Background: an optimization exercise with open tools, aiming at small area. Do not read the settings as production practice.
In this exercise RTL edits were held to simulation tests only and were not proved equivalent to the original.
Power is estimated from default activity; no workload was simulated.

Setup of the previous run:
## ID_RF
module ID_RF(
    input clk,
    input rst,
    input [31:0] Ins,
    input [31:0] PC_curr,
    input [4:0] outdated_EXE,
    input [4:0] outdated_MEM,
    input [4:0] outdated_WB,
    input IDBufEn,
    input [31:0] EXEBuf,
    input [31:0] MEMBuf,
    input [2:0] ins_class,
    input pc_ins_type,
    input Mem_rd_in,
    input [31:0] wb_data,
    input wb_en,
    input [4:0] wb_rd,
    output [31:0] PC_curr_reg,
    output pc_ins_type_reg,
    output [7:0] ALUOp,
    output sgn,
    output isBranch,
    output isJump,
    output branch_type,
    output [31:0] ALUopr1,
    output [31:0] ALUopr2,
    output [31:0] Store_src,
    output IDHold
    );
    wire [31:1] sel1, sel2, valid;
    wire [31:0] rs1, rs2;
    Reg_File rf(
        .reg_w(wb_data),
        .write_enable(wb_en),
        .clk(clk),
        .rst(rst),
        .reg_enc_write(wb_rd),
        .sel1(sel1),
        .sel2(sel2),
        .valid(valid),
        .rs1(rs1),
        .rs2(rs2)
    );
    IDecode id(
        .Ins(Ins),
        .PC_curr(PC_curr),
        .rst(rst),
        .clk_stage(clk),
        .regfile1(rs1),
        .regfile2(rs2),
        .outdated_EXE(outdated_EXE),
        .outdated_MEM(outdated_MEM),
        .outdated_WB(outdated_WB),
        .IDBufEn(IDBufEn),
  ...
Size: about 330 I/O pins.
clock: 7.0 ns
lec_check: 0
cap_margin: 20
core_margin: 2
core_utilization: 60
slew_margin: 20
synth_hierarchical: 1
standard.sh (not shown) runs the stock make flow with config.mk's settings and CLKGATE_MAP_FILE= SYNTH_SCRIPT=/design/flow/synth_recipe.tcl, a recipe that flattens the netlist after the stock synthesis.
==> flow/flow/run.sh <==
#!/bin/bash
# Standard ORFS layout (the standard.sh, standard synthesis unchanged) with two
# changes to how the layout is made:
#  - port buffers use the smallest buffer cell (buf_1) instead of the default choice;
#  - CTS without dummy loads, with sink clusters of up to 16 driven by clkbuf_8 (clkbuf_16 at the root).
# All output goes to standard.log in the work folder; ORFS's per-step logs stay
# under orfs/logs/.
set -euo pipefail
bash standard.sh \
  "BUFFER_PORTS_ARGS=-buffer_cell sky130_fd_sc_hd__buf_1" \
  "CTS_ARGS=-sink_clustering_enable -repair_clock_nets -dont_use_dummy_load -root_buf sky130_fd_sc_hd__clkbuf_16 -buf_list sky130_fd_sc_hd__clkbuf_8 -sink_clustering_size 16 -sink_clustering_max_diameter 50" \
  finish > standard.log 2>&1
Inputs modified between the previous run and the current run:
==> flow/flow/run.sh <==
#!/bin/bash
# Standard ORFS layout (the standard.sh, standard synthesis unchanged) with two
# changes to how the layout is made:
#  - port buffers use the smallest buffer cell (buf_1) instead of the default choice;
#  - CTS without dummy loads, with sink clusters of up to 9 driven by clkbuf_4 (clkbuf_16 at the root).
# All output goes to standard.log in the work folder; ORFS's per-step logs stay
# under orfs/logs/.
set -euo pipefail
bash standard.sh \
  "BUFFER_PORTS_ARGS=-buffer_cell sky130_fd_sc_hd__buf_1" \
  "CTS_ARGS=-sink_clustering_enable -repair_clock_nets -dont_use_dummy_load -root_buf sky130_fd_sc_hd__clkbuf_16 -buf_list sky130_fd_sc_hd__clkbuf_4 -sink_clustering_size 9 -sink_clustering_max_diameter 45" \
  finish > standard.log 2>&1
### Flow results
Measured against each other, the previous run and the current run differ in met3 usage in global routing, the lower figure coming from the previous run.
Longest individual stage delay on the worst path was lower in the run labelled the current run.
Total of clock buffers placed in the layout: the current run vs the previous run up about 34%
Taking the previous run as 1.0, the current run lands at 0.850 on power in the clock group.
Detailed-routed wire length on met2 (lower): the previous run
Portion of total power attributed to the clock network: the current run vs the previous run down 3.0 points
Relative to the previous run, the current run degrades wire length of the first global-routing pass.
In the flow results for the previous run and the current run, the share of the cycle needed by the critical path after routing is smaller on the current run.
In the tables for the previous run and the current run, final worst slack reads lower with the previous run.
Between the previous run and the current run, required time of the critical path is higher for the current run, the previous run comes in under that.
Summed area of non-filler cells in the final layout, the previous run and the current run, lower one = the current run.

Starting RTL as in the previous note.
==> flow/config.mk <==
export PLATFORM = sky130hd
export DESIGN_NAME = ID_RF
export DESIGN_NICKNAME = ID_RF
export VERILOG_FILES = /design/flow/design.v
export SDC_FILE = /design/flow/constraint.sdc
export NUM_CORES = 4
export LEC_CHECK = 0
export CAP_MARGIN = 20
export CORE_MARGIN = 2
export CORE_UTILIZATION = 60
export SLEW_MARGIN = 20
export SYNTH_HIERARCHICAL = 1
==> flow/constraint.sdc <==
create_clock -name core_clock -period 7.0 [get_ports {clk}]
set_input_delay 1.4000 -clock core_clock [delete_from_list [all_inputs] [get_ports {clk}]]
set_output_delay 1.4000 -clock core_clock [all_outputs]
set_load 0.01 [all_outputs]
==> flow/flow/run.sh <==
#!/bin/bash
# Standard ORFS layout (the standard.sh, standard synthesis unchanged) with two
# changes to how the layout is made:
#  - port buffers use the smallest buffer cell (buf_1) instead of the default choice;
#  - CTS without dummy loads, with sink clusters of up to 8 driven by clkbuf_4 (clkbuf_16 at the root).
# All output goes to standard.log in the work folder; ORFS's per-step logs stay
# under orfs/logs/.
set -euo pipefail
bash standard.sh \
  "BUFFER_PORTS_ARGS=-buffer_cell sky130_fd_sc_hd__buf_1" \
  "CTS_ARGS=-sink_clustering_enable -repair_clock_nets -dont_use_dummy_load -root_buf sky130_fd_sc_hd__clkbuf_16 -buf_list sky130_fd_sc_hd__clkbuf_4 -sink_clustering_size 8 -sink_clustering_max_diameter 35" \
  finish > standard.log 2>&1
The starting point completed without violations.
Next try:
==> flow/flow/run.sh (replaced) <==
#!/bin/bash
# Standard ORFS layout (the standard.sh, standard synthesis unchanged) with two
# changes to how the layout is made:
#  - port buffers use the smallest buffer cell (buf_1) instead of the default choice;
#  - CTS without dummy loads, with larger sink clusters driven by clkbuf_16.
# All output goes to standard.log in the work folder; ORFS's per-step logs stay
# under orfs/logs/.
set -euo pipefail
bash standard.sh \
  "BUFFER_PORTS_ARGS=-buffer_cell sky130_fd_sc_hd__buf_1" \
  "CTS_ARGS=-sink_clustering_enable -repair_clock_nets -dont_use_dummy_load -buf_list sky130_fd_sc_hd__clkbuf_16 -sink_clustering_size 25 -sink_clustering_max_diameter 60" \
  finish > standard.log 2>&1
=> The new run passed the timing, DRC and antenna checks. Synthesized cell count stays the same. Die area does not change. Sequential cell count is unchanged. Sequential share of layout area came out lower by 0.53 points. Final cell count came out lower by 1.9%. Hold slack loses 6.5 ps.

==> re-timing with driven ports <==
The flow's constraints put no driver on any port. The routed layouts listed below were extracted and timed again, unchanged, in two steps.
Step 1: set_driving_cell puts a clkbuf_16 on clk and a buf_2 on each other input, an assumption about the parent block.
Step 2 times the ports against the registers' clock, not the clock port: input delays grow and output delays shrink by t, the midpoint of the rising clock arrivals with the driver on.
Three values: no drivers, after step 1, after step 2; two values: the first two.
run | t, ns | slack for setup (ns) | worst data-port slew with drivers (ns) | cell pins on the clock port's net
the previous run | 0.719 | 0.781 / 0.826 / 0.107 | 0.11 | 1
the current run | 0.802 | 1.009 / 1.044 / 0.242 | 0.12 | 1
the first run of note 2 | 0.812 | 1.043 / 1.080 / 0.268 | 0.11 | 1
the second run of note 2 | 0.696 | 0.949 / 0.986 / 0.290 | 0.12 | 1
After both steps every run listed still meets setup and hold. For the first run of note 2, which loses most, drivers alone change the setup slack by +0.037 ns; drivers and shift together by -0.775 ns.
